Source: an optimization exercise on an open RTL-to-GDS flow (aim: small area and a short achievable clock period). Production flows keep margins and buffers that such runs may drop.
RTL that was checked went through simulation tests only; none was proved equivalent to the original.
The RTL of run 1 was laid out without a check of its function.

==> flow/design.v, too long to show whole: its modules and the start of the top module <==
// module square_cell: 14 lines
// module square_cell4: 19 lines
// module square_row19: 101 lines
// module square_row20: 111 lines
// module square_row21: 113 lines
// module square_row22: 123 lines
// module square_row23: 125 lines
// module square_row24: 135 lines
// module square_row25: 137 lines
// module square_row26: 147 lines
// module square_row27: 149 lines
// module square_row28: 159 lines
// module square_row29: 161 lines
// module square_row30: 171 lines
// module square_row31: 173 lines
// module square_row4_3: 92 lines
// module square_row4_5: 110 lines
// module square_row4_7: 134 lines
// module square_row4_9: 152 lines
// module square_row4_11: 182 lines
// module square_row4_13: 200 lines
// module square_row4_15: 224 lines
// module square_row4_17: 242 lines
// module square_extractor: 275 lines
module square_extractor #(
	parameter WIDTH = 32
)(
	input clk,     
	input rst_n,   
	input din_valid,
	input [2 * WIDTH - 1:0]radicand,
	output dout_valid,
	output [WIDTH - 1:0]dout,
	output [2 * WIDTH - 1:0]remainder
);
  // ...
==> flow/flow/run.sh <==
#!/bin/bash
# Own flow: the standard layout (standard.sh, all steps unchanged), except
# that synthesis skips Yosys's extract_fa step and maps the combinational
# logic with flow/abc.script (ORFS's abc_area.script); see flow/synth.tcl.
# Each step's full output goes to a log file of its own in this folder.
set -euo pipefail
W=$(pwd)
export OWN_WORK=$W
export OWN_ABC_SCRIPT=$W/flow/abc.script
for step in synth floorplan place cts route finish; do
  bash standard.sh SYNTH_SCRIPT=$W/flow/synth.tcl $step > $W/$step.log 2>&1
done
==> flow/flow/abc.script <==
strash
dch
map -B 0.9
topo
stime -c
buffer -c
upsize -c
dnsize -c
==> flow/flow/synth.tcl <==
# The standard flow's synthesis script (synth_recipe.tcl in the work folder), without
# Yosys's extract_fa step (ORFS's mapping of full and half adders onto the
# library's fa/ha cells) and with Yosys's abc pass run on flow/abc.script.
# Only the mapping of the combinational logic changes; the flip-flops and
# their names are the standard synthesis's.
proc extract_fa {args} { puts "own flow: extract_fa skipped" }
proc abc {args} {
  set i [lsearch $args -script]
  lset args [expr {$i + 1}] $::env(OWN_ABC_SCRIPT)
  puts "own flow: abc $args"
  yosys abc {*}$args
}
source $::env(OWN_WORK)/synth_recipe.tcl
==> flow/standard.sh <==
#!/bin/bash
# synth_recipe.tcl (not shown) runs the flow's synth.tcl, then flattens the netlist and writes it again
# the make line also repeats each setting of config.mk as NAME=value (left out here)
make -C /OpenROAD-flow-scripts/flow DESIGN_CONFIG=/design/flow/config.mk WORK_HOME=/design/flow/orfs CLKGATE_MAP_FILE= SYNTH_SCRIPT=/design/flow/synth_recipe.tcl "${@:-finish}"
==> flow/config.mk <==
export PLATFORM = sky130hd
export DESIGN_NAME = square_extractor
export DESIGN_NICKNAME = square_extractor
export VERILOG_FILES = /design/flow/design.v
export SDC_FILE = /design/flow/constraint.sdc
export NUM_CORES = 8
export LEC_CHECK = 0
export ABC_AREA = 1
export CAP_MARGIN = 20
export CORE_MARGIN = 2
export CORE_UTILIZATION = 40
export CTS_CLUSTER_DIAMETER = 200
export CTS_CLUSTER_SIZE = 20
export SETUP_SLACK_MARGIN = 3.1
export SLEW_MARGIN = 20
==> flow/constraint.sdc <==
create_clock -name core_clock -period 5.5 [get_ports {clk}]
set_input_delay 1.1000 -clock core_clock [delete_from_list [all_inputs] [get_ports {clk}]]
set_output_delay 1.1000 -clock core_clock [all_outputs]
set_load 0.01 [all_outputs]
==> impl_metrics.toml, run 1 <==
[worst_hold_path]
whs_path_depth = 0
holdCritStartpoint = "x_s4[31]$_DFF_P_"

[cts]
cts_setup_buffers = 67

[yosys]
yosys_warnings = 1
synth_compound_area_share_pct = 10.1
synth.area.mux_share_pct = 0

[layout]
n_all_inverters = 1013
drive_gt1_share_pct = 18.8
nonClkBufAreaFrac_pct = 4.14
final_cell_mix = "nand2_1, dfxtp_1, inv_1, nor2_1, a21oi_1"
top_register = "x_s0"
final_common_cell = "nand2_1"
syn_to_final_growth_pct = 19.7

[run]
cap_viol_max_count = 0

[placement]
dp_hpwl_mm = 112
placed_area_mm2 = 0.0656

[sta]
setup_tns_ps = 0
rsz0062_at_grt = "true"

[critical_path]
cpMostUsedCell = "nand2_2"

[run_status]
status = "finished clean"

[floorplan]
core_mm2 = 0.156
die-area_mm2 = 0.160

[global_routing]
track_usage_pct = 18.4

[drt]
routed.top_layer = "met4"
==> module square_extractor, before the edit <==
module square_extractor #(
	parameter WIDTH = 32
)(
	input clk,     
	input rst_n,   
	input din_valid,
	input [2 * WIDTH - 1:0]radicand,
	output dout_valid,
	output [WIDTH - 1:0]dout,
	output [2 * WIDTH - 1:0]remainder
);
	wire [2:0] qn3;
	wire [3:0] r3;
	wire [2:0] q3_t;
	wire [5:0] sq3_t;
	assign q3_t = (radicand[63:58] >= 6'd49) ? 3'd7 : (radicand[63:58] >= 6'd36) ? 3'd6 : (radicand[63:58] >= 6'd25) ? 3'd5 : (radicand[63:58] >= 6'd16) ? 3'd4 : (radicand[63:58] >= 6'd9) ? 3'd3 : (radicand[63:58] >= 6'd4) ? 3'd2 : (radicand[63:58] >= 6'd1) ? 3'd1 : 3'd0;
	assign sq3_t = (radicand[63:58] >= 6'd49) ? 6'd49 : (radicand[63:58] >= 6'd36) ? 6'd36 : (radicand[63:58] >= 6'd25) ? 6'd25 : (radicand[63:58] >= 6'd16) ? 6'd16 : (radicand[63:58] >= 6'd9) ? 6'd9 : (radicand[63:58] >= 6'd4) ? 6'd4 : (radicand[63:58] >= 6'd1) ? 6'd1 : 6'd0;
	assign qn3 = ~q3_t;
	wire [5:0] r3_t = radicand[63:58] - sq3_t;
	assign r3 = r3_t[3:0];
	wire [57:0] x3 = radicand[57:0];
	wire [4:0] qn5;
	wire [5:0] r5;
	square_row4_3 u_step3 (.r(r3), .qn(qn3), .b(x3[57:54]), .nr(r5), .nqn(qn5));
	wire [53:0] x5 = x3[53:0];
	reg v_s0;
	reg [4:0] qn_s0;
	reg [5:0] r_s0;
	reg [53:0] x_s0;
	always @(posedge clk or negedge rst_n)
		if (!rst_n) v_s0 <= 1'b0;
		else v_s0 <= din_valid;
	always @(posedge clk) begin qn_s0 <= qn5; r_s0 <= r5; x_s0 <= x5; end
	wire [6:0] qn7;
	wire [7:0] r7;
	square_row4_5 u_step5 (.r(r_s0), .qn(qn_s0), .b(x_s0[53:50]), .nr(r7), .nqn(qn7));
	wire [49:0] x7 = x_s0[49:0];
	reg v_s1;
	reg [6:0] qn_s1;
	reg [7:0] r_s1;
	reg [49:0] x_s1;
	always @(posedge clk or negedge rst_n)
		if (!rst_n) v_s1 <= 1'b0;
		else v_s1 <= v_s0;
	always @(posedge clk) begin qn_s1 <= qn7; r_s1 <= r7; x_s1 <= x7; end
	wire [8:0] qn9;
	wire [9:0] r9;
	square_row4_7 u_step7 (.r(r_s1), .qn(qn_s1), .b(x_s1[49:46]), .nr(r9), .nqn(qn9));
	wire [45:0] x9 = x_s1[45:0];
	reg v_s2;
	reg [8:0] qn_s2;
	reg [9:0] r_s2;
	reg [45:0] x_s2;
	always @(posedge clk or negedge rst_n)
		if (!rst_n) v_s2 <= 1'b0;
		else v_s2 <= v_s1;
	always @(posedge clk) begin qn_s2 <= qn9; r_s2 <= r9; x_s2 <= x9; end
	wire [10:0] qn11;
	wire [11:0] r11;
	square_row4_9 u_step9 (.r(r_s2), .qn(qn_s2), .b(x_s2[45:42]), .nr(r11), .nqn(qn11));
	wire [41:0] x11 = x_s2[41:0];
	reg v_s3;
	reg [10:0] qn_s3;
	reg [11:0] r_s3;
	reg [41:0] x_s3;
	always @(posedge clk or negedge rst_n)
		if (!rst_n) v_s3 <= 1'b0;
		else v_s3 <= v_s2;
	always @(posedge clk) begin qn_s3 <= qn11; r_s3 <= r11; x_s3 <= x11; end
	wire [12:0] qn13;
	wire [13:0] r13;
	square_row4_11 u_step11 (.r(r_s3), .qn(qn_s3), .b(x_s3[41:38]), .nr(r13), .nqn(qn13));
	wire [37:0] x13 = x_s3[37:0];
	reg v_s4;
	reg [12:0] qn_s4;
	reg [13:0] r_s4;
	reg [37:0] x_s4;
	always @(posedge clk or negedge rst_n)
		if (!rst_n) v_s4 <= 1'b0;
		else v_s4 <= v_s3;
	always @(posedge clk) begin qn_s4 <= qn13; r_s4 <= r13; x_s4 <= x13; end
	wire [14:0] qn15;
	wire [15:0] r15;
	square_row4_13 u_step13 (.r(r_s4), .qn(qn_s4), .b(x_s4[37:34]), .nr(r15), .nqn(qn15));
	wire [33:0] x15 = x_s4[33:0];
	reg v_s5;
	reg [14:0] qn_s5;
	reg [15:0] r_s5;
	reg [33:0] x_s5;
	always @(posedge clk or negedge rst_n)
		if (!rst_n) v_s5 <= 1'b0;
		else v_s5 <= v_s4;
	always @(posedge clk) begin qn_s5 <= qn15; r_s5 <= r15; x_s5 <= x15; end
	wire [16:0] qn17;
	wire [17:0] r17;
	square_row4_15 u_step15 (.r(r_s5), .qn(qn_s5), .b(x_s5[33:30]), .nr(r17), .nqn(qn17));
	wire [29:0] x17 = x_s5[29:0];
	reg v_s6;
	reg [16:0] qn_s6;
	reg [17:0] r_s6;
	reg [29:0] x_s6;
	always @(posedge clk or negedge rst_n)
		if (!rst_n) v_s6 <= 1'b0;
		else v_s6 <= v_s5;
	always @(posedge clk) begin qn_s6 <= qn17; r_s6 <= r17; x_s6 <= x17; end
	wire [18:0] qn19;
	wire [19:0] r19;
	square_row4_17 u_step17 (.r(r_s6), .qn(qn_s6), .b(x_s6[29:26]), .nr(r19), .nqn(qn19));
	wire [25:0] x19 = x_s6[25:0];
	reg v_s7;
	reg [18:0] qn_s7;
	reg [19:0] r_s7;
	reg [25:0] x_s7;
	always @(posedge clk or negedge rst_n)
		if (!rst_n) v_s7 <= 1'b0;
		else v_s7 <= v_s6;
	always @(posedge clk) begin qn_s7 <= qn19; r_s7 <= r19; x_s7 <= x19; end
	wire [19:0] qn20;
	wire [20:0] r20;
	square_row19 u_step19 (.r(r_s7), .qn(qn_s7), .b(x_s7[25:24]), .nr(r20), .nqn(qn20));
	wire [23:0] x20 = x_s7[23:0];
	reg v_s8;
	reg [19:0] qn_s8;
	reg [20:0] r_s8;
	reg [23:0] x_s8;
	always @(posedge clk or negedge rst_n)
		if (!rst_n) v_s8 <= 1'b0;
		else v_s8 <= v_s7;
	always @(posedge clk) begin qn_s8 <= qn20; r_s8 <= r20; x_s8 <= x20; end
	wire [20:0] qn21;
	wire [21:0] r21;
	square_row20 u_step20 (.r(r_s8), .qn(qn_s8), .b(x_s8[23:22]), .nr(r21), .nqn(qn21));
	wire [21:0] x21 = x_s8[21:0];
	reg v_s9;
	reg [20:0] qn_s9;
	reg [21:0] r_s9;
	reg [21:0] x_s9;
	always @(posedge clk or negedge rst_n)
		if (!rst_n) v_s9 <= 1'b0;
		else v_s9 <= v_s8;
	always @(posedge clk) begin qn_s9 <= qn21; r_s9 <= r21; x_s9 <= x21; end
	wire [21:0] qn22;
	wire [22:0] r22;
	square_row21 u_step21 (.r(r_s9), .qn(qn_s9), .b(x_s9[21:20]), .nr(r22), .nqn(qn22));
	wire [19:0] x22 = x_s9[19:0];
	reg v_s10;
	reg [21:0] qn_s10;
	reg [22:0] r_s10;
	reg [19:0] x_s10;
	always @(posedge clk or negedge rst_n)
		if (!rst_n) v_s10 <= 1'b0;
		else v_s10 <= v_s9;
	always @(posedge clk) begin qn_s10 <= qn22; r_s10 <= r22; x_s10 <= x22; end
	wire [22:0] qn23;
	wire [23:0] r23;
	square_row22 u_step22 (.r(r_s10), .qn(qn_s10), .b(x_s10[19:18]), .nr(r23), .nqn(qn23));
	wire [17:0] x23 = x_s10[17:0];
	reg v_s11;
	reg [22:0] qn_s11;
	reg [23:0] r_s11;
	reg [17:0] x_s11;
	always @(posedge clk or negedge rst_n)
		if (!rst_n) v_s11 <= 1'b0;
		else v_s11 <= v_s10;
	always @(posedge clk) begin qn_s11 <= qn23; r_s11 <= r23; x_s11 <= x23; end
	wire [23:0] qn24;
	wire [24:0] r24;
	square_row23 u_step23 (.r(r_s11), .qn(qn_s11), .b(x_s11[17:16]), .nr(r24), .nqn(qn24));
	wire [15:0] x24 = x_s11[15:0];
	reg v_s12;
	reg [23:0] qn_s12;
	reg [24:0] r_s12;
	reg [15:0] x_s12;
	always @(posedge clk or negedge rst_n)
		if (!rst_n) v_s12 <= 1'b0;
		else v_s12 <= v_s11;
	always @(posedge clk) begin qn_s12 <= qn24; r_s12 <= r24; x_s12 <= x24; end
	wire [24:0] qn25;
	wire [25:0] r25;
	square_row24 u_step24 (.r(r_s12), .qn(qn_s12), .b(x_s12[15:14]), .nr(r25), .nqn(qn25));
	wire [13:0] x25 = x_s12[13:0];
	reg v_s13;
	reg [24:0] qn_s13;
	reg [25:0] r_s13;
	reg [13:0] x_s13;
	always @(posedge clk or negedge rst_n)
		if (!rst_n) v_s13 <= 1'b0;
		else v_s13 <= v_s12;
	always @(posedge clk) begin qn_s13 <= qn25; r_s13 <= r25; x_s13 <= x25; end
	wire [25:0] qn26;
	wire [26:0] r26;
	square_row25 u_step25 (.r(r_s13), .qn(qn_s13), .b(x_s13[13:12]), .nr(r26), .nqn(qn26));
	wire [11:0] x26 = x_s13[11:0];
	reg v_s14;
	reg [25:0] qn_s14;
	reg [26:0] r_s14;
	reg [11:0] x_s14;
	always @(posedge clk or negedge rst_n)
		if (!rst_n) v_s14 <= 1'b0;
		else v_s14 <= v_s13;
	always @(posedge clk) begin qn_s14 <= qn26; r_s14 <= r26; x_s14 <= x26; end
	wire [26:0] qn27;
	wire [27:0] r27;
	square_row26 u_step26 (.r(r_s14), .qn(qn_s14), .b(x_s14[11:10]), .nr(r27), .nqn(qn27));
	wire [9:0] x27 = x_s14[9:0];
	reg v_s15;
	reg [26:0] qn_s15;
	reg [27:0] r_s15;
	reg [9:0] x_s15;
	always @(posedge clk or negedge rst_n)
		if (!rst_n) v_s15 <= 1'b0;
		else v_s15 <= v_s14;
	always @(posedge clk) begin qn_s15 <= qn27; r_s15 <= r27; x_s15 <= x27; end
	wire [27:0] qn28;
	wire [28:0] r28;
	square_row27 u_step27 (.r(r_s15), .qn(qn_s15), .b(x_s15[9:8]), .nr(r28), .nqn(qn28));
	wire [7:0] x28 = x_s15[7:0];
	reg v_s16;
	reg [27:0] qn_s16;
	reg [28:0] r_s16;
	reg [7:0] x_s16;
	always @(posedge clk or negedge rst_n)
		if (!rst_n) v_s16 <= 1'b0;
		else v_s16 <= v_s15;
	always @(posedge clk) begin qn_s16 <= qn28; r_s16 <= r28; x_s16 <= x28; end
	wire [28:0] qn29;
	wire [29:0] r29;
	square_row28 u_step28 (.r(r_s16), .qn(qn_s16), .b(x_s16[7:6]), .nr(r29), .nqn(qn29));
	wire [5:0] x29 = x_s16[5:0];
	reg v_s17;
	reg [28:0] qn_s17;
	reg [29:0] r_s17;
	reg [5:0] x_s17;
	always @(posedge clk or negedge rst_n)
		if (!rst_n) v_s17 <= 1'b0;
		else v_s17 <= v_s16;
	always @(posedge clk) begin qn_s17 <= qn29; r_s17 <= r29; x_s17 <= x29; end
	wire [29:0] qn30;
	wire [30:0] r30;
	square_row29 u_step29 (.r(r_s17), .qn(qn_s17), .b(x_s17[5:4]), .nr(r30), .nqn(qn30));
	wire [3:0] x30 = x_s17[3:0];
	reg v_s18;
	reg [29:0] qn_s18;
	reg [30:0] r_s18;
	reg [3:0] x_s18;
	always @(posedge clk or negedge rst_n)
		if (!rst_n) v_s18 <= 1'b0;
		else v_s18 <= v_s17;
	always @(posedge clk) begin qn_s18 <= qn30; r_s18 <= r30; x_s18 <= x30; end
	wire [30:0] qn31;
	wire [31:0] r31;
	square_row30 u_step30 (.r(r_s18), .qn(qn_s18), .b(x_s18[3:2]), .nr(r31), .nqn(qn31));
	wire [1:0] x31 = x_s18[1:0];
	reg v_s19;
	reg [30:0] qn_s19;
	reg [31:0] r_s19;
	reg [1:0] x_s19;
	always @(posedge clk or negedge rst_n)
		if (!rst_n) v_s19 <= 1'b0;
		else v_s19 <= v_s18;
	always @(posedge clk) begin qn_s19 <= qn31; r_s19 <= r31; x_s19 <= x31; end
	wire [31:0] qn32;
	wire [32:0] r32;
	square_row31 u_step31 (.r(r_s19), .qn(qn_s19), .b(x_s19[1:0]), .nr(r32), .nqn(qn32));
	reg v_s20;
	reg [31:0] qn_s20;
	reg [32:0] r_s20;
	always @(posedge clk or negedge rst_n)
		if (!rst_n) v_s20 <= 1'b0;
		else v_s20 <= v_s19;
	always @(posedge clk) begin qn_s20 <= qn32; r_s20 <= r32; end
	assign dout_valid = v_s20;
	assign dout = ~qn_s20;
	assign remainder = {31'b0, r_s20};
endmodule
==> run 2, diff against run 1 <==
--- a/flow/design.v
+++ b/flow/design.v
@@ -3193,257 +3193,265 @@
 	wire [5:0] r3_t = radicand[63:58] - sq3_t;
 	assign r3 = r3_t[3:0];
 	wire [57:0] x3 = radicand[57:0];
-	wire [4:0] qn5;
-	wire [5:0] r5;
-	square_row4_3 u_step3 (.r(r3), .qn(qn3), .b(x3[57:54]), .nr(r5), .nqn(qn5));
-	wire [53:0] x5 = x3[53:0];
 	reg v_s0;
-	reg [4:0] qn_s0;
-	reg [5:0] r_s0;
-	reg [53:0] x_s0;
+	reg [2:0] qn_s0;
+	reg [3:0] r_s0;
+	reg [57:0] x_s0;
 	always @(posedge clk or negedge rst_n)
 		if (!rst_n) v_s0 <= 1'b0;
 		else v_s0 <= din_valid;
-	always @(posedge clk) begin qn_s0 <= qn5; r_s0 <= r5; x_s0 <= x5; end
-	wire [6:0] qn7;
-	wire [7:0] r7;
-	square_row4_5 u_step5 (.r(r_s0), .qn(qn_s0), .b(x_s0[53:50]), .nr(r7), .nqn(qn7));
-	wire [49:0] x7 = x_s0[49:0];
+	always @(posedge clk) begin qn_s0 <= qn3; r_s0 <= r3; x_s0 <= x3; end
+	wire [4:0] qn5;
+	wire [5:0] r5;
+	square_row4_3 u_step3 (.r(r_s0), .qn(qn_s0), .b(x_s0[57:54]), .nr(r5), .nqn(qn5));
+	wire [53:0] x5 = x_s0[53:0];
 	reg v_s1;
-	reg [6:0] qn_s1;
-	reg [7:0] r_s1;
-	reg [49:0] x_s1;
+	reg [4:0] qn_s1;
+	reg [5:0] r_s1;
+	reg [53:0] x_s1;
 	always @(posedge clk or negedge rst_n)
 		if (!rst_n) v_s1 <= 1'b0;
 		else v_s1 <= v_s0;
-	always @(posedge clk) begin qn_s1 <= qn7; r_s1 <= r7; x_s1 <= x7; end
-	wire [8:0] qn9;
-	wire [9:0] r9;
-	square_row4_7 u_step7 (.r(r_s1), .qn(qn_s1), .b(x_s1[49:46]), .nr(r9), .nqn(qn9));
-	wire [45:0] x9 = x_s1[45:0];
+	always @(posedge clk) begin qn_s1 <= qn5; r_s1 <= r5; x_s1 <= x5; end
+	wire [6:0] qn7;
+	wire [7:0] r7;
+	square_row4_5 u_step5 (.r(r_s1), .qn(qn_s1), .b(x_s1[53:50]), .nr(r7), .nqn(qn7));
+	wire [49:0] x7 = x_s1[49:0];
 	reg v_s2;
-	reg [8:0] qn_s2;
-	reg [9:0] r_s2;
-	reg [45:0] x_s2;
+	reg [6:0] qn_s2;
+	reg [7:0] r_s2;
+	reg [49:0] x_s2;
 	always @(posedge clk or negedge rst_n)
 		if (!rst_n) v_s2 <= 1'b0;
 		else v_s2 <= v_s1;
-	always @(posedge clk) begin qn_s2 <= qn9; r_s2 <= r9; x_s2 <= x9; end
-	wire [10:0] qn11;
-	wire [11:0] r11;
-	square_row4_9 u_step9 (.r(r_s2), .qn(qn_s2), .b(x_s2[45:42]), .nr(r11), .nqn(qn11));
-	wire [41:0] x11 = x_s2[41:0];
+	always @(posedge clk) begin qn_s2 <= qn7; r_s2 <= r7; x_s2 <= x7; end
+	wire [8:0] qn9;
+	wire [9:0] r9;
+	square_row4_7 u_step7 (.r(r_s2), .qn(qn_s2), .b(x_s2[49:46]), .nr(r9), .nqn(qn9));
+	wire [45:0] x9 = x_s2[45:0];
 	reg v_s3;
-	reg [10:0] qn_s3;
-	reg [11:0] r_s3;
-	reg [41:0] x_s3;
+	reg [8:0] qn_s3;
+	reg [9:0] r_s3;
+	reg [45:0] x_s3;
 	always @(posedge clk or negedge rst_n)
 		if (!rst_n) v_s3 <= 1'b0;
 		else v_s3 <= v_s2;
-	always @(posedge clk) begin qn_s3 <= qn11; r_s3 <= r11; x_s3 <= x11; end
-	wire [12:0] qn13;
-	wire [13:0] r13;
-	square_row4_11 u_step11 (.r(r_s3), .qn(qn_s3), .b(x_s3[41:38]), .nr(r13), .nqn(qn13));
-	wire [37:0] x13 = x_s3[37:0];
+	always @(posedge clk) begin qn_s3 <= qn9; r_s3 <= r9; x_s3 <= x9; end
+	wire [10:0] qn11;
+	wire [11:0] r11;
+	square_row4_9 u_step9 (.r(r_s3), .qn(qn_s3), .b(x_s3[45:42]), .nr(r11), .nqn(qn11));
+	wire [41:0] x11 = x_s3[41:0];
 	reg v_s4;
-	reg [12:0] qn_s4;
-	reg [13:0] r_s4;
-	reg [37:0] x_s4;
+	reg [10:0] qn_s4;
+	reg [11:0] r_s4;
+	reg [41:0] x_s4;
 	always @(posedge clk or negedge rst_n)
 		if (!rst_n) v_s4 <= 1'b0;
 		else v_s4 <= v_s3;
-	always @(posedge clk) begin qn_s4 <= qn13; r_s4 <= r13; x_s4 <= x13; end
-	wire [14:0] qn15;
-	wire [15:0] r15;
-	square_row4_13 u_step13 (.r(r_s4), .qn(qn_s4), .b(x_s4[37:34]), .nr(r15), .nqn(qn15));
-	wire [33:0] x15 = x_s4[33:0];
+	always @(posedge clk) begin qn_s4 <= qn11; r_s4 <= r11; x_s4 <= x11; end
+	wire [12:0] qn13;
+	wire [13:0] r13;
+	square_row4_11 u_step11 (.r(r_s4), .qn(qn_s4), .b(x_s4[41:38]), .nr(r13), .nqn(qn13));
+	wire [37:0] x13 = x_s4[37:0];
 	reg v_s5;
-	reg [14:0] qn_s5;
-	reg [15:0] r_s5;
-	reg [33:0] x_s5;
+	reg [12:0] qn_s5;
+	reg [13:0] r_s5;
+	reg [37:0] x_s5;
 	always @(posedge clk or negedge rst_n)
 		if (!rst_n) v_s5 <= 1'b0;
 		else v_s5 <= v_s4;
-	always @(posedge clk) begin qn_s5 <= qn15; r_s5 <= r15; x_s5 <= x15; end
-	wire [16:0] qn17;
-	wire [17:0] r17;
-	square_row4_15 u_step15 (.r(r_s5), .qn(qn_s5), .b(x_s5[33:30]), .nr(r17), .nqn(qn17));
-	wire [29:0] x17 = x_s5[29:0];
+	always @(posedge clk) begin qn_s5 <= qn13; r_s5 <= r13; x_s5 <= x13; end
+	wire [14:0] qn15;
+	wire [15:0] r15;
+	square_row4_13 u_step13 (.r(r_s5), .qn(qn_s5), .b(x_s5[37:34]), .nr(r15), .nqn(qn15));
+	wire [33:0] x15 = x_s5[33:0];
 	reg v_s6;
-	reg [16:0] qn_s6;
-	reg [17:0] r_s6;
-	reg [29:0] x_s6;
+	reg [14:0] qn_s6;
+	reg [15:0] r_s6;
+	reg [33:0] x_s6;
 	always @(posedge clk or negedge rst_n)
 		if (!rst_n) v_s6 <= 1'b0;
 		else v_s6 <= v_s5;
-	always @(posedge clk) begin qn_s6 <= qn17; r_s6 <= r17; x_s6 <= x17; end
-	wire [18:0] qn19;
-	wire [19:0] r19;
-	square_row4_17 u_step17 (.r(r_s6), .qn(qn_s6), .b(x_s6[29:26]), .nr(r19), .nqn(qn19));
-	wire [25:0] x19 = x_s6[25:0];
+	always @(posedge clk) begin qn_s6 <= qn15; r_s6 <= r15; x_s6 <= x15; end
+	wire [16:0] qn17;
+	wire [17:0] r17;
+	square_row4_15 u_step15 (.r(r_s6), .qn(qn_s6), .b(x_s6[33:30]), .nr(r17), .nqn(qn17));
+	wire [29:0] x17 = x_s6[29:0];
 	reg v_s7;
-	reg [18:0] qn_s7;
-	reg [19:0] r_s7;
-	reg [25:0] x_s7;
+	reg [16:0] qn_s7;
+	reg [17:0] r_s7;
+	reg [29:0] x_s7;
 	always @(posedge clk or negedge rst_n)
 		if (!rst_n) v_s7 <= 1'b0;
 		else v_s7 <= v_s6;
-	always @(posedge clk) begin qn_s7 <= qn19; r_s7 <= r19; x_s7 <= x19; end
-	wire [19:0] qn20;
-	wire [20:0] r20;
-	square_row19 u_step19 (.r(r_s7), .qn(qn_s7), .b(x_s7[25:24]), .nr(r20), .nqn(qn20));
-	wire [23:0] x20 = x_s7[23:0];
+	always @(posedge clk) begin qn_s7 <= qn17; r_s7 <= r17; x_s7 <= x17; end
+	wire [18:0] qn19;
+	wire [19:0] r19;
+	square_row4_17 u_step17 (.r(r_s7), .qn(qn_s7), .b(x_s7[29:26]), .nr(r19), .nqn(qn19));
+	wire [25:0] x19 = x_s7[25:0];
 	reg v_s8;
-	reg [19:0] qn_s8;
-	reg [20:0] r_s8;
-	reg [23:0] x_s8;
+	reg [18:0] qn_s8;
+	reg [19:0] r_s8;
+	reg [25:0] x_s8;
 	always @(posedge clk or negedge rst_n)
 		if (!rst_n) v_s8 <= 1'b0;
 		else v_s8 <= v_s7;
-	always @(posedge clk) begin qn_s8 <= qn20; r_s8 <= r20; x_s8 <= x20; end
-	wire [20:0] qn21;
-	wire [21:0] r21;
-	square_row20 u_step20 (.r(r_s8), .qn(qn_s8), .b(x_s8[23:22]), .nr(r21), .nqn(qn21));
-	wire [21:0] x21 = x_s8[21:0];
+	always @(posedge clk) begin qn_s8 <= qn19; r_s8 <= r19; x_s8 <= x19; end
+	wire [19:0] qn20;
+	wire [20:0] r20;
+	square_row19 u_step19 (.r(r_s8), .qn(qn_s8), .b(x_s8[25:24]), .nr(r20), .nqn(qn20));
+	wire [23:0] x20 = x_s8[23:0];
 	reg v_s9;
-	reg [20:0] qn_s9;
-	reg [21:0] r_s9;
-	reg [21:0] x_s9;
+	reg [19:0] qn_s9;
+	reg [20:0] r_s9;
+	reg [23:0] x_s9;
 	always @(posedge clk or negedge rst_n)
 		if (!rst_n) v_s9 <= 1'b0;
 		else v_s9 <= v_s8;
-	always @(posedge clk) begin qn_s9 <= qn21; r_s9 <= r21; x_s9 <= x21; end
-	wire [21:0] qn22;
-	wire [22:0] r22;
-	square_row21 u_step21 (.r(r_s9), .qn(qn_s9), .b(x_s9[21:20]), .nr(r22), .nqn(qn22));
-	wire [19:0] x22 = x_s9[19:0];
+	always @(posedge clk) begin qn_s9 <= qn20; r_s9 <= r20; x_s9 <= x20; end
+	wire [20:0] qn21;
+	wire [21:0] r21;
+	square_row20 u_step20 (.r(r_s9), .qn(qn_s9), .b(x_s9[23:22]), .nr(r21), .nqn(qn21));
+	wire [21:0] x21 = x_s9[21:0];
 	reg v_s10;
-	reg [21:0] qn_s10;
-	reg [22:0] r_s10;
-	reg [19:0] x_s10;
+	reg [20:0] qn_s10;
+	reg [21:0] r_s10;
+	reg [21:0] x_s10;
 	always @(posedge clk or negedge rst_n)
 		if (!rst_n) v_s10 <= 1'b0;
 		else v_s10 <= v_s9;
-	always @(posedge clk) begin qn_s10 <= qn22; r_s10 <= r22; x_s10 <= x22; end
-	wire [22:0] qn23;
-	wire [23:0] r23;
-	square_row22 u_step22 (.r(r_s10), .qn(qn_s10), .b(x_s10[19:18]), .nr(r23), .nqn(qn23));
-	wire [17:0] x23 = x_s10[17:0];
+	always @(posedge clk) begin qn_s10 <= qn21; r_s10 <= r21; x_s10 <= x21; end
+	wire [21:0] qn22;
+	wire [22:0] r22;
+	square_row21 u_step21 (.r(r_s10), .qn(qn_s10), .b(x_s10[21:20]), .nr(r22), .nqn(qn22));
+	wire [19:0] x22 = x_s10[19:0];
 	reg v_s11;
-	reg [22:0] qn_s11;
-	reg [23:0] r_s11;
-	reg [17:0] x_s11;
+	reg [21:0] qn_s11;
+	reg [22:0] r_s11;
+	reg [19:0] x_s11;
 	always @(posedge clk or negedge rst_n)
 		if (!rst_n) v_s11 <= 1'b0;
 		else v_s11 <= v_s10;
-	always @(posedge clk) begin qn_s11 <= qn23; r_s11 <= r23; x_s11 <= x23; end
-	wire [23:0] qn24;
-	wire [24:0] r24;
-	square_row23 u_step23 (.r(r_s11), .qn(qn_s11), .b(x_s11[17:16]), .nr(r24), .nqn(qn24));
-	wire [15:0] x24 = x_s11[15:0];
+	always @(posedge clk) begin qn_s11 <= qn22; r_s11 <= r22; x_s11 <= x22; end
+	wire [22:0] qn23;
+	wire [23:0] r23;
+	square_row22 u_step22 (.r(r_s11), .qn(qn_s11), .b(x_s11[19:18]), .nr(r23), .nqn(qn23));
+	wire [17:0] x23 = x_s11[17:0];
 	reg v_s12;
-	reg [23:0] qn_s12;
-	reg [24:0] r_s12;
-	reg [15:0] x_s12;
+	reg [22:0] qn_s12;
+	reg [23:0] r_s12;
+	reg [17:0] x_s12;
 	always @(posedge clk or negedge rst_n)
 		if (!rst_n) v_s12 <= 1'b0;
 		else v_s12 <= v_s11;
-	always @(posedge clk) begin qn_s12 <= qn24; r_s12 <= r24; x_s12 <= x24; end
-	wire [24:0] qn25;
-	wire [25:0] r25;
-	square_row24 u_step24 (.r(r_s12), .qn(qn_s12), .b(x_s12[15:14]), .nr(r25), .nqn(qn25));
-	wire [13:0] x25 = x_s12[13:0];
+	always @(posedge clk) begin qn_s12 <= qn23; r_s12 <= r23; x_s12 <= x23; end
+	wire [23:0] qn24;
+	wire [24:0] r24;
+	square_row23 u_step23 (.r(r_s12), .qn(qn_s12), .b(x_s12[17:16]), .nr(r24), .nqn(qn24));
+	wire [15:0] x24 = x_s12[15:0];
 	reg v_s13;
-	reg [24:0] qn_s13;
-	reg [25:0] r_s13;
-	reg [13:0] x_s13;
+	reg [23:0] qn_s13;
+	reg [24:0] r_s13;
+	reg [15:0] x_s13;
 	always @(posedge clk or negedge rst_n)
 		if (!rst_n) v_s13 <= 1'b0;
 		else v_s13 <= v_s12;
-	always @(posedge clk) begin qn_s13 <= qn25; r_s13 <= r25; x_s13 <= x25; end
-	wire [25:0] qn26;
-	wire [26:0] r26;
-	square_row25 u_step25 (.r(r_s13), .qn(qn_s13), .b(x_s13[13:12]), .nr(r26), .nqn(qn26));
-	wire [11:0] x26 = x_s13[11:0];
+	always @(posedge clk) begin qn_s13 <= qn24; r_s13 <= r24; x_s13 <= x24; end
+	wire [24:0] qn25;
+	wire [25:0] r25;
+	square_row24 u_step24 (.r(r_s13), .qn(qn_s13), .b(x_s13[15:14]), .nr(r25), .nqn(qn25));
+	wire [13:0] x25 = x_s13[13:0];
 	reg v_s14;
-	reg [25:0] qn_s14;
-	reg [26:0] r_s14;
-	reg [11:0] x_s14;
+	reg [24:0] qn_s14;
+	reg [25:0] r_s14;
+	reg [13:0] x_s14;
 	always @(posedge clk or negedge rst_n)
 		if (!rst_n) v_s14 <= 1'b0;
 		else v_s14 <= v_s13;
-	always @(posedge clk) begin qn_s14 <= qn26; r_s14 <= r26; x_s14 <= x26; end
-	wire [26:0] qn27;
-	wire [27:0] r27;
-	square_row26 u_step26 (.r(r_s14), .qn(qn_s14), .b(x_s14[11:10]), .nr(r27), .nqn(qn27));
-	wire [9:0] x27 = x_s14[9:0];
+	always @(posedge clk) begin qn_s14 <= qn25; r_s14 <= r25; x_s14 <= x25; end
+	wire [25:0] qn26;
+	wire [26:0] r26;
+	square_row25 u_step25 (.r(r_s14), .qn(qn_s14), .b(x_s14[13:12]), .nr(r26), .nqn(qn26));
+	wire [11:0] x26 = x_s14[11:0];
 	reg v_s15;
-	reg [26:0] qn_s15;
-	reg [27:0] r_s15;
-	reg [9:0] x_s15;
+	reg [25:0] qn_s15;
+	reg [26:0] r_s15;
+	reg [11:0] x_s15;
 	always @(posedge clk or negedge rst_n)
 		if (!rst_n) v_s15 <= 1'b0;
 		else v_s15 <= v_s14;
-	always @(posedge clk) begin qn_s15 <= qn27; r_s15 <= r27; x_s15 <= x27; end
-	wire [27:0] qn28;
-	wire [28:0] r28;
-	square_row27 u_step27 (.r(r_s15), .qn(qn_s15), .b(x_s15[9:8]), .nr(r28), .nqn(qn28));
-	wire [7:0] x28 = x_s15[7:0];
+	always @(posedge clk) begin qn_s15 <= qn26; r_s15 <= r26; x_s15 <= x26; end
+	wire [26:0] qn27;
+	wire [27:0] r27;
+	square_row26 u_step26 (.r(r_s15), .qn(qn_s15), .b(x_s15[11:10]), .nr(r27), .nqn(qn27));
+	wire [9:0] x27 = x_s15[9:0];
 	reg v_s16;
-	reg [27:0] qn_s16;
-	reg [28:0] r_s16;
-	reg [7:0] x_s16;
+	reg [26:0] qn_s16;
+	reg [27:0] r_s16;
+	reg [9:0] x_s16;
 	always @(posedge clk or negedge rst_n)
 		if (!rst_n) v_s16 <= 1'b0;
 		else v_s16 <= v_s15;
-	always @(posedge clk) begin qn_s16 <= qn28; r_s16 <= r28; x_s16 <= x28; end
-	wire [28:0] qn29;
-	wire [29:0] r29;
-	square_row28 u_step28 (.r(r_s16), .qn(qn_s16), .b(x_s16[7:6]), .nr(r29), .nqn(qn29));
-	wire [5:0] x29 = x_s16[5:0];
+	always @(posedge clk) begin qn_s16 <= qn27; r_s16 <= r27; x_s16 <= x27; end
+	wire [27:0] qn28;
+	wire [28:0] r28;
+	square_row27 u_step27 (.r(r_s16), .qn(qn_s16), .b(x_s16[9:8]), .nr(r28), .nqn(qn28));
+	wire [7:0] x28 = x_s16[7:0];
 	reg v_s17;
-	reg [28:0] qn_s17;
-	reg [29:0] r_s17;
-	reg [5:0] x_s17;
+	reg [27:0] qn_s17;
+	reg [28:0] r_s17;
+	reg [7:0] x_s17;
 	always @(posedge clk or negedge rst_n)
 		if (!rst_n) v_s17 <= 1'b0;
 		else v_s17 <= v_s16;
-	always @(posedge clk) begin qn_s17 <= qn29; r_s17 <= r29; x_s17 <= x29; end
-	wire [29:0] qn30;
-	wire [30:0] r30;
-	square_row29 u_step29 (.r(r_s17), .qn(qn_s17), .b(x_s17[5:4]), .nr(r30), .nqn(qn30));
-	wire [3:0] x30 = x_s17[3:0];
+	always @(posedge clk) begin qn_s17 <= qn28; r_s17 <= r28; x_s17 <= x28; end
+	wire [28:0] qn29;
+	wire [29:0] r29;
+	square_row28 u_step28 (.r(r_s17), .qn(qn_s17), .b(x_s17[7:6]), .nr(r29), .nqn(qn29));
+	wire [5:0] x29 = x_s17[5:0];
 	reg v_s18;
-	reg [29:0] qn_s18;
-	reg [30:0] r_s18;
-	reg [3:0] x_s18;
+	reg [28:0] qn_s18;
+	reg [29:0] r_s18;
+	reg [5:0] x_s18;
 	always @(posedge clk or negedge rst_n)
 		if (!rst_n) v_s18 <= 1'b0;
 		else v_s18 <= v_s17;
-	always @(posedge clk) begin qn_s18 <= qn30; r_s18 <= r30; x_s18 <= x30; end
-	wire [30:0] qn31;
-	wire [31:0] r31;
-	square_row30 u_step30 (.r(r_s18), .qn(qn_s18), .b(x_s18[3:2]), .nr(r31), .nqn(qn31));
-	wire [1:0] x31 = x_s18[1:0];
+	always @(posedge clk) begin qn_s18 <= qn29; r_s18 <= r29; x_s18 <= x29; end
+	wire [29:0] qn30;
+	wire [30:0] r30;
+	square_row29 u_step29 (.r(r_s18), .qn(qn_s18), .b(x_s18[5:4]), .nr(r30), .nqn(qn30));
+	wire [3:0] x30 = x_s18[3:0];
 	reg v_s19;
-	reg [30:0] qn_s19;
-	reg [31:0] r_s19;
-	reg [1:0] x_s19;
+	reg [29:0] qn_s19;
+	reg [30:0] r_s19;
+	reg [3:0] x_s19;
 	always @(posedge clk or negedge rst_n)
 		if (!rst_n) v_s19 <= 1'b0;
 		else v_s19 <= v_s18;
-	always @(posedge clk) begin qn_s19 <= qn31; r_s19 <= r31; x_s19 <= x31; end
-	wire [31:0] qn32;
-	wire [32:0] r32;
-	square_row31 u_step31 (.r(r_s19), .qn(qn_s19), .b(x_s19[1:0]), .nr(r32), .nqn(qn32));
+	always @(posedge clk) begin qn_s19 <= qn30; r_s19 <= r30; x_s19 <= x30; end
+	wire [30:0] qn31;
+	wire [31:0] r31;
+	square_row30 u_step30 (.r(r_s19), .qn(qn_s19), .b(x_s19[3:2]), .nr(r31), .nqn(qn31));
+	wire [1:0] x31 = x_s19[1:0];
 	reg v_s20;
-	reg [31:0] qn_s20;
-	reg [32:0] r_s20;
+	reg [30:0] qn_s20;
+	reg [31:0] r_s20;
+	reg [1:0] x_s20;
 	always @(posedge clk or negedge rst_n)
 		if (!rst_n) v_s20 <= 1'b0;
 		else v_s20 <= v_s19;
-	always @(posedge clk) begin qn_s20 <= qn32; r_s20 <= r32; end
-	assign dout_valid = v_s20;
-	assign dout = ~qn_s20;
-	assign remainder = {31'b0, r_s20};
+	always @(posedge clk) begin qn_s20 <= qn31; r_s20 <= r31; x_s20 <= x31; end
+	wire [31:0] qn32;
+	wire [32:0] r32;
+	square_row31 u_step31 (.r(r_s20), .qn(qn_s20), .b(x_s20[1:0]), .nr(r32), .nqn(qn32));
+	reg v_s21;
+	reg [31:0] qn_s21;
+	reg [32:0] r_s21;
+	always @(posedge clk or negedge rst_n)
+		if (!rst_n) v_s21 <= 1'b0;
+		else v_s21 <= v_s20;
+	always @(posedge clk) begin qn_s21 <= qn32; r_s21 <= r32; end
+	assign dout_valid = v_s21;
+	assign dout = ~qn_s21;
+	assign remainder = {31'b0, r_s21};
 endmodule
--- a/flow/config.mk
+++ b/flow/config.mk
@@ -11,5 +11,6 @@
 export CORE_UTILIZATION = 40
 export CTS_CLUSTER_DIAMETER = 200
 export CTS_CLUSTER_SIZE = 20
+export PLACE_DENSITY = 0.75
 export SETUP_SLACK_MARGIN = 3.1
 export SLEW_MARGIN = 20
==> run 2 against run 1 <==
  * Area after synthesis increased by 2.6%
  * Via count up 4.4%
  * Synthesized cell count is 1.0% higher
  * Die area up 2.5%
  * First-iteration DRC count grew 46%
  * Wire length grew 4.7%
  * Still clean
  * Sequential share of layout area grew 1.7 points
  * Largest cell class unchanged
  * Global-route usage up 0.69 points
==> impl_metrics.toml, run 2 <==
[layout]
nNetsFinal = 9366
drive_gt1_share_pct = 15.8
largest_register_ffs = 58
top_register = "x_s0"
final_cell_mix = "nand2_1, dfxtp_1, inv_1, nor2_1, nand3_1"
final_common_cell = "nand2_1"
syn_to_final_growth_pct = 16.8
fillers = 15294
top_regs = "x_s0 x58, x_s1 x54, x_s2 x50"
final_util_pct = 46.9

[critical_path]
end_kind = "register"
critPathMaxStageDelay_ps = 360
startpoint_type = "register"
crit_type = "register to register"
reg2reg_slack_ps = 3100
critPathMaxFanout = 8
crit_required_ps = 6150
r2r_start = "r_s18[9]$_DFF_P_"
critPathTopFamily = "simple AND/OR/NAND/NOR gates"
path_buf_inv = 2
crit_chain = "nand2_1 > inv_1 > nor2_2 > nand2_1 > nor2_2 > inv_1 > nor3_2 > nand2_2 > nand2_4 > nand3_2 > nand2_2 > nand2_4 > nand2_4 > nand2_8 > nand2_8 > nand2_1 > o21ai_1"
r2r_end = "r_s19[8]$_DFF_P_"
cp_slowest_cell = "dfxtp_2"
arrival_ps = 3050
r2r_cells = 17

[global_routing]
antenna_found_initial = 5
grt_overflow = 0
grt_pass1_wl_mm = 257
track_usage_pct = 19.1
grt_pass1_vias = 52455
grt_start_max_net_pins = 53

[placement]
dp_hpwl_mm = 119
port_buffers = 132
gp_congestion = 0.925

[run_status]
status = "finished clean"

[worst_hold_path]
hold_class = "register to register"
min_to = "x_s15[9]$_DFF_P_"
holdCritStartpoint = "x_s14[9]$_DFF_P_"
whs_path_depth = 0

[floorplan]
rows = 147
ios = 164
core_mm2 = 0.160
initial_utilization_pct = 40.1
die_y_um = 405
die-area_mm2 = 0.164
dieWidth_um = 405

[sta]
min_period_ps = 2400
slew_violations = 0
setup_tns_ps = 0
fmax_ghz = 0.417
skew_ps = 68.9
maxSlewHeadroom_pct = 34.5
finalSetupViolCount = 0
hold_slack_ps = 276
post-route-period-util_pct = 43.6
worst_pin_slew_ps = 982
rsz0062_at_grt = "true"
finalHoldViolations = 0

[yosys]
yosysSeqAreaShare_pct = 45.5
synth_seq_cells = 1452
synth_edf_count = 0
yosys-top-cells-area = "dfxtp_1, nand2_1, nor2_1"
syn_area_mm2 = 0.0642
synth_top_area_share_pct = 44.6
synthArstFlopShare_pct = 1.52
synth_top_area_cell = "dfxtp_1"
ys_top_cells_by_count = "nand2_1, dfxtp_1, nor2_1"
synth_most_common_cell = "nand2_1"
avgSynthCellArea_um2 = 7.17
yosys_warnings = 1
synthDistinctLibCells = 66
synthFlopType = "dfxtp_1"
synth_cells = 8951

[drt]
ant_nets = 0
drt-initial-drc-count = 4374
vias = 57429
routed_via_density = 5.04
route.detailed.drc = 0
wl_per_cell_um = 15.0
wl_mm = 171
dr.pass1.iters = 7

[cts]
path_clk_slew_ps = 90
cts_tree = "done"
clk_root_buffer_cell = "clkbuf_16"
clock-sinks = 1452
cts_made_buffers = 82
ctsLongestPathBuffers = 3
htree_levels = 3
clock_latency_ps = 740

[run]
cap_viol_max_count = 0
run 2: cell count changes after synthesis, moves of 19 or more:
| cell | change |
|---|---|
| nor2_1 | +31 |
| inv_2 | +21 |
| o21ai_1 | +23 |
| or2_2 | -19 |
| nand2_1 | -44 |
| xor2_1 | -61 |
| xnor2_1 | +54 |
| dfxtp_1 | +65 |
| inv_1 | -61 |
| nand3_1 | +30 |
| a21oi_1 | -33 |
run 2: cells by family after synthesis:
family	share of synthesized area, %
xor+xnor	6.47
simple gates	30.6
other cells	0.00584
flops	45.5
compound gates	10.3
buf+inv	7.18
run 2: how the worst max path moves through the flow:
stage / start / to / slack, ps / depth (start not counted)
final: r_s18[9]$_DFF_P_ / r_s19[8]$_DFF_P_ / 3100 / 17
after global routing: r_s18[10]$_DFF_P_ / r_s19[12]$_DFF_P_ / 2970 / 17
after CTS: qn_s6[0]$_DFF_P_ / r_s7[5]$_DFF_P_ / 3050 / 16
after detailed placement: qn_s5[2]$_DFF_P_ / r_s6[6]$_DFF_P_ / 2280 / 14
after global placement: qn_s6[3]$_DFF_P_ / r_s7[5]$_DFF_P_ / 2260 / 15
after floorplan: radicand[60] / r_s0[3]$_DFF_P_ / 3260 / 12
run 2: timing repair:
action / 4_1_cts / 5_1_grt
gates resized for setup: 556 / 837
buffers inserted: 30 / 142
hold buffers: 0 / 0
cloned: 28 / 34
setup endpoints to repair: 512 / 461
pin swaps: 25 / 147
run 2: metrics by stage:
| step | std cells | worst slack (ps) | cell area [µm²] |
|---|---|---|---|
| after floorplan | 8981 | 3260 | 64300 |
| after global placement | 11066 | 2260 | 67200 |
| after detailed placement | 11067 | 2280 | 67300 |
| after CTS | 11220 | 3050 | 70800 |
| after global routing | 11396 | 2970 | 75000 |
| final | 11400 | 3100 | 75000 |
run 2: layer usage:
| metal | global-route usage [%] | part of all wire [%] | routed length [µm] |
|---|---|---|---|
| met1 | 22.4 | 41 | 69400 |
| met2 | 34.3 | 49 | 83100 |
| met4 | 8.64 | 4.5 | 7770 |
| met5 | 0 | 0 | 0 |
| met3 | 2.61 | 6.2 | 10600 |
run 2: final cells by class:
type                       count  area, µm²  area share [%]
inverter                     950       3740            4.99
sequential                  1452      29600            39.4
timing repair inverter         8        108           0.143
timing repair buffer         318       2830            3.78
clock buffer                  89       2100            2.80
tap                         2086       2610            3.48
multi-input combinational   6487      33900            45.2
antenna                        4       10.0          0.0133
clock inverter                 6        119           0.158
==> run 3, diff against run 2 <==
--- a/flow/config.mk
+++ b/flow/config.mk
@@ -11,6 +11,5 @@
 export CORE_UTILIZATION = 40
 export CTS_CLUSTER_DIAMETER = 200
 export CTS_CLUSTER_SIZE = 20
-export PLACE_DENSITY = 0.75
 export SETUP_SLACK_MARGIN = 3.1
 export SLEW_MARGIN = 20
==> run 3 against run 2 <==
  * Clock-buffer cell count fell by 4
  * Sequential share of layout area rose by 0.29 points
  * Register-to-register slack improved by 50 ps
  * Non-clock buffer count fell by 14
  * Die area did not move
  * Critical path depth fell by 2
  * Area after synthesis did not move
  * Highest routed layer unchanged
==> impl_metrics.toml, run 3 <==
[sta]
min_period_ps = 2350
slew_violations = 0
rsz0062_at_grt = "true"
finalSetupViolCount = 0
skew_ps = 71.1
worst_pin_slew_ps = 859
fmax_ghz = 0.426
post-route-period-util_pct = 42.7
finalHoldViolations = 0
maxSlewHeadroom_pct = 42.5
fin_ws_ps = 3150
setup_tns_ps = 0

[yosys]
synth_most_common_cell = "nand2_1"
ys_top_cells_by_count = "nand2_1, dfxtp_1, nor2_1"
synth_top_area_share_pct = 44.6
avgSynthCellArea_um2 = 7.17
yosys_warnings = 1
synth_cells = 8951
synth_edf_count = 0
yosysSeqAreaShare_pct = 45.5
synth_top_area_cell = "dfxtp_1"
syn_area_mm2 = 0.0642
synth_seq_cells = 1452
synthDistinctLibCells = 66
yosys-top-cells-area = "dfxtp_1, nand2_1, nor2_1"
synthFlopType = "dfxtp_1"
synthArstFlopShare_pct = 1.52

[cts]
cts_made_buffers = 82
htree_levels = 3
cts_tree = "done"
clk_root_buffer_cell = "clkbuf_16"
ctsLongestPathBuffers = 3
path_clk_slew_ps = 80
clock-sinks = 1452
clock_latency_ps = 750

[drt]
route.detailed.drc = 0
dr.pass1.iters = 6
vias = 55755
wl_per_cell_um = 14.9
routed_via_density = 4.90
drt-initial-drc-count = 3267
ant_nets = 0
wl_mm = 169

[placement]
port_buffers = 132
gp_congestion = 0.900
placed_area_mm2 = 0.0672
dp_slack_ps = 2150
dp_hpwl_mm = 120

[critical_path]
startpoint_type = "register"
r2r_cells = 15
reg2reg_slack_ps = 3150
r2r_start = "r_s16[4]$_DFF_P_"
end_kind = "register"
critPathMaxStageDelay_ps = 390
crit_required_ps = 6160
critPathTopFamily = "simple AND/OR/NAND/NOR gates"
crit_chain = "nor2_1 > nor2_4 > nand2_2 > nor2_1 > nand2_1 > o211ai_4 > inv_2 > o21ai_4 > nand2_2 > nand2_2 > nand2_1 > nand2_4 > buf_12 > nand2_1 > o21ai_1"
crit_cells = 15
r2r_end = "r_s17[26]$_DFF_P_"
cp_slowest_cell = "dfxtp_1"
crit_type = "register to register"
critPathMaxFanout = 12
path_buf_inv = 2
arrival_ps = 3010

[worst_hold_path]
min_to = "x_s13[13]$_DFF_P_"
hold_class = "register to register"
holdCritStartpoint = "x_s12[13]$_DFF_P_"
whs_path_depth = 0

[floorplan]
rows = 147
die_y_um = 405
initial_utilization_pct = 40.1
ios = 164
dieWidth_um = 405
core_mm2 = 0.160
die-area_mm2 = 0.164

[global_routing]
antenna_found_initial = 1
grt_start_max_net_pins = 44
grtUsageMet3_pct = 2.13
grt_overflow = 0
grtUsageMet1_pct = 23.6
grt_pass1_wl_mm = 260
track_usage_pct = 19.5
busiest_layer = "met2"
use_met2_pct = 35.4
grt_pass1_vias = 51287

[run]
cap_viol_max_count = 0

[layout]
drive_gt1_share_pct = 14.9
final_cell_mix = "nand2_1, dfxtp_1, inv_1, nor2_1, nand3_1"
nNetsFinal = 9342
top_regs = "x_s0 x58, x_s1 x54, x_s2 x50"
final_cell_area_mm2 = 0.0744
syn_to_final_growth_pct = 15.9
final_common_cell = "nand2_1"
fillers = 15858
top_register = "x_s0"
largest_register_ffs = 58

[run_status]
status = "finished clean"
[run 3: cell counts after synthesis]
Identical to the previous run, type by type.
[run 3: cells by family after synthesis]
group	Yosys count	synth area share, %
simple gates	4748	30.6
flops	1452	45.5
xor+xnor	473	6.47
compound gates	1188	10.3
other cells	1	0.00584
buf+inv	1089	7.18
[run 3: through the flow]
step / cells / utilization, % / hold WS, ps
after global placement: 11067 / 42.0 / 310
after CTS: 11234 / 44.4 / 284
after detailed placement: 11067 / 42.0 / 312
after global routing: 11370 / 46.5 / 302
final: 11371 / 46.5 / 274
after floorplan: 8981 / - / 310
[run 3: what timing repair did]
action                                  in CTS  in global routing
gates resized for setup                    574                736
hold buffers                                 0                  0
pin swaps                                   31                122
buffers inserted                            44                113
gates cloned                                30                 23
endpoints found under the setup margin     523                470
[run 3: worst max-delay path by stage]
stage | from | end
floorplan | radicand[60] | r_s0[3]$_DFF_P_
global placement | qn_s13[0]$_DFF_P_ | r_s14[1]$_DFF_P_
detailed placement | qn_s13[0]$_DFF_P_ | r_s14[1]$_DFF_P_
CTS | r_s12[0]$_DFF_P_ | r_s13[12]$_DFF_P_
global route | r_s3[0]$_DFF_P_ | r_s4[1]$_DFF_P_
finish | r_s16[4]$_DFF_P_ | r_s17[26]$_DFF_P_
[run 3: layer usage]
layer,vias up,part of all wire [%]
met4,0,3.4
met1,25706,43
met3,295,3.8
li1,28702,-
met2,1052,50
met5,-,0
[run 3: final cells by class]
type | count | area (µm²) | share of cell area (%)
diodes | 1 | 2.50 | 0.00336
clock buffers | 85 | 2060 | 2.77
clock inverters | 8 | 199 | 0.267
inverters | 950 | 3720 | 5.00
multi-input cells | 6479 | 33500 | 45.0
flip-flops and latches | 1452 | 29500 | 39.7
well taps | 2086 | 2610 | 3.51
repair buffers | 304 | 2680 | 3.60
repair inverters | 6 | 77.6 | 0.104
[run 3: worst reg2reg max path: stages, from the launching register on]
cell,delay (ps)
dfxtp_1,390
nor2_1,90
nor2_4,140
nand2_2,110
nor2_1,140
nand2_1,110
o211ai_4,260
inv_2,90
o21ai_4,150
nand2_2,90
nand2_2,80
nand2_1,90
nand2_4,180
buf_12,170
nand2_1,60
o21ai_1,110
==> run 4, diff against run 3 <==
--- a/flow/config.mk
+++ b/flow/config.mk
@@ -11,5 +11,6 @@
 export CORE_UTILIZATION = 40
 export CTS_CLUSTER_DIAMETER = 200
 export CTS_CLUSTER_SIZE = 20
+export GPL_ROUTABILITY_DRIVEN = 0
 export SETUP_SLACK_MARGIN = 3.1
 export SLEW_MARGIN = 20
==> run 4 against run 3 <==
  * Still clean
  * Clock-buffer cell count unchanged
  * Setup slack improved by 3.0 ps
  * Wire length shrank 0.98%
  * Via count hardly changed
  * Cell count barely moved
  * Die area unchanged
  * Fmax up 0.13%
  * Register-to-register slack hardly changed
  * Critical path type unchanged
  * Largest cell class unchanged
==> impl_metrics.toml, run 4 <==
[run_status]
status = "finished clean"

[drt]
routed_via_density = 4.90
wl_met3_mm = 7.12
dr.pass1.iters = 6
wl_per_cell_um = 14.7
wl_mm = 168
wl_met1_mm = 71.8
drt-initial-drc-count = 3695
ant_nets = 0
route.met2.wl_mm = 83.2
vias = 55740
route.detailed.drc = 0
routed.top_layer = "met4"

[yosys]
yosysSeqAreaShare_pct = 45.5
synth_seq_cells = 1452
syn_area_mm2 = 0.0642
synthDistinctLibCells = 66
synth_top_area_share_pct = 44.6
avgSynthCellArea_um2 = 7.17
yosys-top-cells-area = "dfxtp_1, nand2_1, nor2_1"
synth_edf_count = 0
synthFlopType = "dfxtp_1"
synthArstFlopShare_pct = 1.52
ys_top_cells_by_count = "nand2_1, dfxtp_1, nor2_1"
yosys_warnings = 1
synth_top_area_cell = "dfxtp_1"
synth_cells = 8951
synth_most_common_cell = "nand2_1"

[sta]
skew_ps = 68.3
maxSlewHeadroom_pct = 38.0
finalHoldViolations = 0
setup_tns_ps = 0
post-route-period-util_pct = 42.6
fmax_ghz = 0.427
finalSetupViolCount = 0
worst_pin_slew_ps = 927
rsz0062_at_grt = "true"
slew_violations = 0
min_period_ps = 2340

[critical_path]
crit_required_ps = 6130
cpMostUsedCell = "nand2_4"
crit_type = "register to register"
arrival_ps = 2980
crit_chain = "nand2_4 > inv_1 > nor2_2 > nand3_2 > nor2_4 > inv_2 > nor3_2 > nand2_2 > nand2_4 > nand3_2 > nand2_2 > nand2_4 > nand2_4 > nand2_8 > nand2_8 > buf_12 > o21ai_2"
critPathTopFamily = "simple AND/OR/NAND/NOR gates"
critPathMaxFanout = 7
path_buf_inv = 3
end_kind = "register"
startpoint_type = "register"
critPathMaxStageDelay_ps = 370
cp_slowest_cell = "dfxtp_4"

[cts]
path_clk_slew_ps = 80
clk_root_buffer_cell = "clkbuf_16"
cts_made_buffers = 82
ctsLongestPathBuffers = 3
clock-sinks = 1452
htree_levels = 3
clock_latency_ps = 740
cts_tree = "done"
hold_buffers = 0

[layout]
syn_to_final_growth_pct = 15.8
fillers = 15689
fin_cells = 11381
final_cell_mix = "nand2_1, dfxtp_1, nor2_1, inv_1, nand3_1"
top_regs = "x_s0 x58, x_s1 x54, x_s2 x50"
final_util_pct = 46.4
largest_register_ffs = 58
top_register = "x_s0"
final_common_cell = "nand2_1"
diodes = 0
drive_gt1_share_pct = 14.5
nNetsFinal = 9353

[global_routing]
grt_pass1_vias = 51867
grt_start_max_net_pins = 44
grt_overflow = 0
antenna_found_initial = 1
track_usage_pct = 19.2
grt_pass1_wl_mm = 258

[floorplan]
core_mm2 = 0.160
die_y_um = 405
dieWidth_um = 405
initial_utilization_pct = 40.1
rows = 147
ios = 164
die-area_mm2 = 0.164

[placement]
dp_cells = 11066
port_buffers = 132
dp_hpwl_mm = 118

[run]
cap_viol_max_count = 0

[worst_hold_path]
hold_class = "register to register"
## run 4: cell types whose count changed in the layout (fill, tap and decap cells not counted), moves of 6 or more
cell	delta
a21oi_1	+6
nand3_2	+8
o21ai_0	+12
nor2_1	+17
dfxtp_1	+22
nand3_1	-8
nor2_2	-15
dfxtp_2	-18
nand2_4	+10
o21ai_1	-7
a21oi_2	-7
## run 4: area by class of cell
type | count | area (µm²) | area share, %
Timing Repair Buffer | 302 | 2610 | 3.51
Inverter | 950 | 3720 | 5.00
Multi-Input combinational cell | 6491 | 33500 | 45.1
Clock buffer | 85 | 2060 | 2.78
Clock inverter | 8 | 209 | 0.281
Sequential cell | 1452 | 29500 | 39.7
Timing Repair inverter | 7 | 76.3 | 0.103
Tap cell | 2086 | 2610 | 3.51
## run 4: metal layers
metal / vias to the layer above / global-route usage (%)
met1: 25561 / 23.1
met3: 303 / 2.33
met5: - / 0
met4: 0 / 6.69
li1: 28721 / -
met2: 1155 / 35.2
## run 4: worst register-to-register path, stage by stage (launching register included)
cell and delay (ps):
dfxtp_4 370, nand2_4 80, inv_1 60, nor2_2 140, nand3_2 150, nor2_4 160
inv_2 50, nor3_2 160, nand2_2 80, nand2_4 100, nand3_2 70, nand2_2 90
nand2_4 80, nand2_4 130, nand2_8 150, nand2_8 150, buf_12 150, o21ai_2 60
## run 4: through the flow
stage / setup slack (ps) / hold WS (ps) / area, µm²
global placement: 2270 / 310 / 67200
CTS: 3060 / 317 / 70900
detailed placement: 2210 / 312 / 67200
floorplan: 3260 / 310 / 64300
global route: 3040 / 322 / 74300
finish: 3160 / 306 / 74300
## run 4: repair_timing
item	in CTS	in global routing
pin swaps	32	115
gates resized for setup	542	705
cloned	36	28
setup buffers	39	119
setup endpoints to repair	520	458
## run 4: path summary, 6_finish.rpt
check | slack [ps] | cells past startpoint | startpoint | to
min in group asynchronous | 930 | 1 | rst_n | v_s3$_DFF_PN0_
max in group asynchronous | 4000 | 1 | rst_n | v_s2$_DFF_PN0_
hold reg to reg | 310 | 0 | x_s13[8]$_DFF_P_ | x_s14[8]$_DFF_P_
setup / recovery | 3160 | 17 | r_s18[10]$_DFF_P_ | r_s19[24]$_DFF_P_
hold / removal | 310 | 0 | x_s13[8]$_DFF_P_ | x_s14[8]$_DFF_P_
setup reg to reg | 3160 | 17 | r_s18[10]$_DFF_P_ | r_s19[24]$_DFF_P_
## run 4: kinds of logic (layout without fill, tap and decap cells)
| group | count (synthesis) | count (layout) | share of synthesized area (%) |
|---|---|---|---|
| other | 1 | 31 | 0.00584 |
| xor gates and xnor gates | 473 | 473 | 6.47 |
| DFF | 1452 | 1452 | 45.5 |
| and+or+nand+nor | 4748 | 4799 | 30.6 |
| AOI/OAI and AO/OA | 1188 | 1188 | 10.3 |
| buffers and inverters | 1089 | 1352 | 7.18 |
==> run 5, diff against run 4 <==
--- a/flow/config.mk
+++ b/flow/config.mk
@@ -6,11 +6,10 @@
 export NUM_CORES = 8
 export LEC_CHECK = 0
 export ABC_AREA = 1
-export CAP_MARGIN = 20
+export CAP_MARGIN = 10
 export CORE_MARGIN = 2
 export CORE_UTILIZATION = 40
 export CTS_CLUSTER_DIAMETER = 200
 export CTS_CLUSTER_SIZE = 20
-export GPL_ROUTABILITY_DRIVEN = 0
 export SETUP_SLACK_MARGIN = 3.1
-export SLEW_MARGIN = 20
+export SLEW_MARGIN = 10
==> run 5 against run 4 <==
  * Via count barely moved
  * Sequential share of layout area about the same
  * Die area is the same
  * Fmax grew 0.16%
  * Final area up 0.15%
  * Flip-flop and latch count stayed put
  * Clock-buffer cell count stayed put
  * Worst hold slack got worse by 31 ps
  * First-iteration DRC count down 7.8%
  * Highest routed layer unchanged
==> impl_metrics.toml, run 5 <==
[layout]
syn_to_final_growth_pct = 15.9
largest_register_ffs = 58
top_regs = "x_s0 x58, x_s1 x54, x_s2 x50"
fin_cells = 11373
drive_gt1_share_pct = 14.9
top_register = "x_s0"
nNetsFinal = 9344
final_common_cell = "nand2_1"

[critical_path]
arrival_ps = 3010
critPathMaxFanout = 12
startpoint_type = "register"
reg2reg_slack_ps = 3160
critPathMaxStageDelay_ps = 350
crit_required_ps = 6170
crit_type = "register to register"
crit_chain = "nand2_1 > inv_2 > nor2_4 > nand3_2 > nor2_4 > nand2_1 > o211ai_4 > inv_2 > o21ai_4 > nand2_2 > nand2_2 > nand2_1 > nand2_4 > buf_12 > nand2_1 > o21ai_1"
end_kind = "register"

[drt]
vias = 55719
dr.pass1.iters = 6
drt-initial-drc-count = 3408
routed_via_density = 4.90
ant_nets = 0

[sta]
post-route-period-util_pct = 42.6
setup_tns_ps = 0
skew_ps = 69.4
worst_pin_slew_ps = 1310
finalHoldViolations = 0
rsz0062_at_grt = "true"
min_period_ps = 2340
fmax_ghz = 0.427
finalSetupViolCount = 0
maxSlewHeadroom_pct = 12.6

[yosys]
synth_most_common_cell = "nand2_1"
avgSynthCellArea_um2 = 7.17
synth_top_area_share_pct = 44.6
yosys-top-cells-area = "dfxtp_1, nand2_1, nor2_1"
synth_edf_count = 0
yosys_warnings = 1
syn_area_mm2 = 0.0642
synth_cells = 8951
yosysSeqAreaShare_pct = 45.5
synth_seq_cells = 1452
synth_top_area_cell = "dfxtp_1"
synthArstFlopShare_pct = 1.52
ys_top_cells_by_count = "nand2_1, dfxtp_1, nor2_1"

[floorplan]
die-area_mm2 = 0.164
die_y_um = 405
dieWidth_um = 405
ios = 164

[placement]
dp_hpwl_mm = 120
dp_cells = 11067
port_buffers = 132

[global_routing]
grt_pass1_vias = 51287
antenna_found_initial = 1
track_usage_pct = 19.5
grt_overflow = 0
grt_pass1_wl_mm = 260

[run]
cap_viol_max_count = 0

[run_status]
status = "finished clean"

[cts]
clock_latency_ps = 750
path_clk_slew_ps = 80
cts_made_buffers = 82
ctsLongestPathBuffers = 3
clock-sinks = 1452
clk_root_buffer_cell = "clkbuf_16"
htree_levels = 3

[worst_hold_path]
hold_class = "register to register"
run 5: cell counts after synthesis:
No cell type changed its count.
run 5: layout make-up:
class	instances	area [µm²]
Antenna cell	1	2.50
Clock buffer	85	2060
Clock inverter	8	199
Fill cell	15846	85600
Inverter	950	3720
Multi-Input combinational cell	6479	33500
Sequential cell	1452	29500
Tap cell	2086	2610
Timing Repair Buffer	306	2720
Timing Repair inverter	6	77.6
run 5: stage by stage:
step / hold slack, ps / worst slack (ps) / utilization [%] / instance area, µm²
finish: 275 / 3160 / 46.5 / 74400
global route: 302 / 2990 / 46.5 / 74400
CTS: 284 / 3060 / 44.4 / 71000
detailed placement: 312 / 2150 / 42.0 / 67200
global placement: 310 / 2180 / 42.0 / 67200
floorplan: 310 / 3260 / - / 64300
run 5: final timing paths:
path / to / cells after the start / startpoint
worst max-delay path: r_s17[26]$_DFF_P_ / 16 / r_s16[8]$_DFF_P_
worst min-delay path: x_s13[13]$_DFF_P_ / 0 / x_s12[13]$_DFF_P_
worst max register to register: r_s17[26]$_DFF_P_ / 16 / r_s16[8]$_DFF_P_
worst min register to register: x_s13[13]$_DFF_P_ / 0 / x_s12[13]$_DFF_P_
max in group asynchronous: v_s10$_DFF_PN0_ / 1 / rst_n
min in group asynchronous: v_s5$_DFF_PN0_ / 1 / rst_n
run 5: repair_timing:
action	CTS	global route
hold endpoints to repair	0	0
setup endpoints to repair	523	470
pin swaps	31	122
gates resized for setup	574	741
hold buffers	0	0
buffers inserted	44	114
cloned	30	24
run 5: critical path, delay by kind of cell (launching register included):
kind	cells	cell delay, ps
AO/OA/AOI/OAI	3	530
flip-flops	1	350
AND/OR/NAND/NOR	10	1030
buffers and inverters	3	320
run 5: logic make-up after synthesis:
kind of cell / after synthesis / share of synthesized area, %
AOI/OAI and AO/OA: 1188 / 10.3
xor gates and xnor gates: 473 / 6.47
buffers and inverters: 1089 / 7.18
DFF: 1452 / 45.5
other: 1 / 0.00584
and+or+nand+nor: 4748 / 30.6
run 5: per-layer routing:
layer  vias to the layer above  track usage (%)  share of wire (%)
li1                      28711                -                  -
met1                     25716             23.6                 43
met2                       993             35.4                 50
met3                       299             2.13                3.8
met4                         0             6.93                3.4
met5                         -                0                  0

-- separate check: timing with driven ports --
No port has a modelled driver above. Below, the same layouts with a new extraction and two added sets of constraints.
Step 1, drivers: a clkbuf_16 drives clk and a buf_2 each remaining input, both assumed.
Step 2 times the ports against the registers' clock, not the clock port: input delays grow and output delays shrink by t, the midpoint of the rising clock arrivals with the driver on.
Slacks: ideal / step 1 / step 2; pairs: ideal / step 1.
run	t (ns)	setup slack, ns	worst setup path after step 2	worst register clock-pin slew, ns	worst slew at a driven data input, ns
run 1	0.771	3.133 / 3.101 / 2.426	input to register	0.10 / 0.10	0.08
run 2	0.780	3.103 / 3.072 / 2.552	input to register	0.09 / 0.09	0.07
run 3	0.797	3.153 / 3.080 / 2.645	input to register	0.10 / 0.10	0.06
run 4	0.780	3.156 / 3.090 / 2.550	input to register	0.10 / 0.10	0.06
run 5	0.798	3.159 / 3.079 / 2.643	input to register	0.09 / 0.09	0.06
After both steps every run listed still meets setup and hold. For run 1, which loses most, drivers alone change the setup slack by -0.032 ns; drivers and shift together by -0.707 ns.
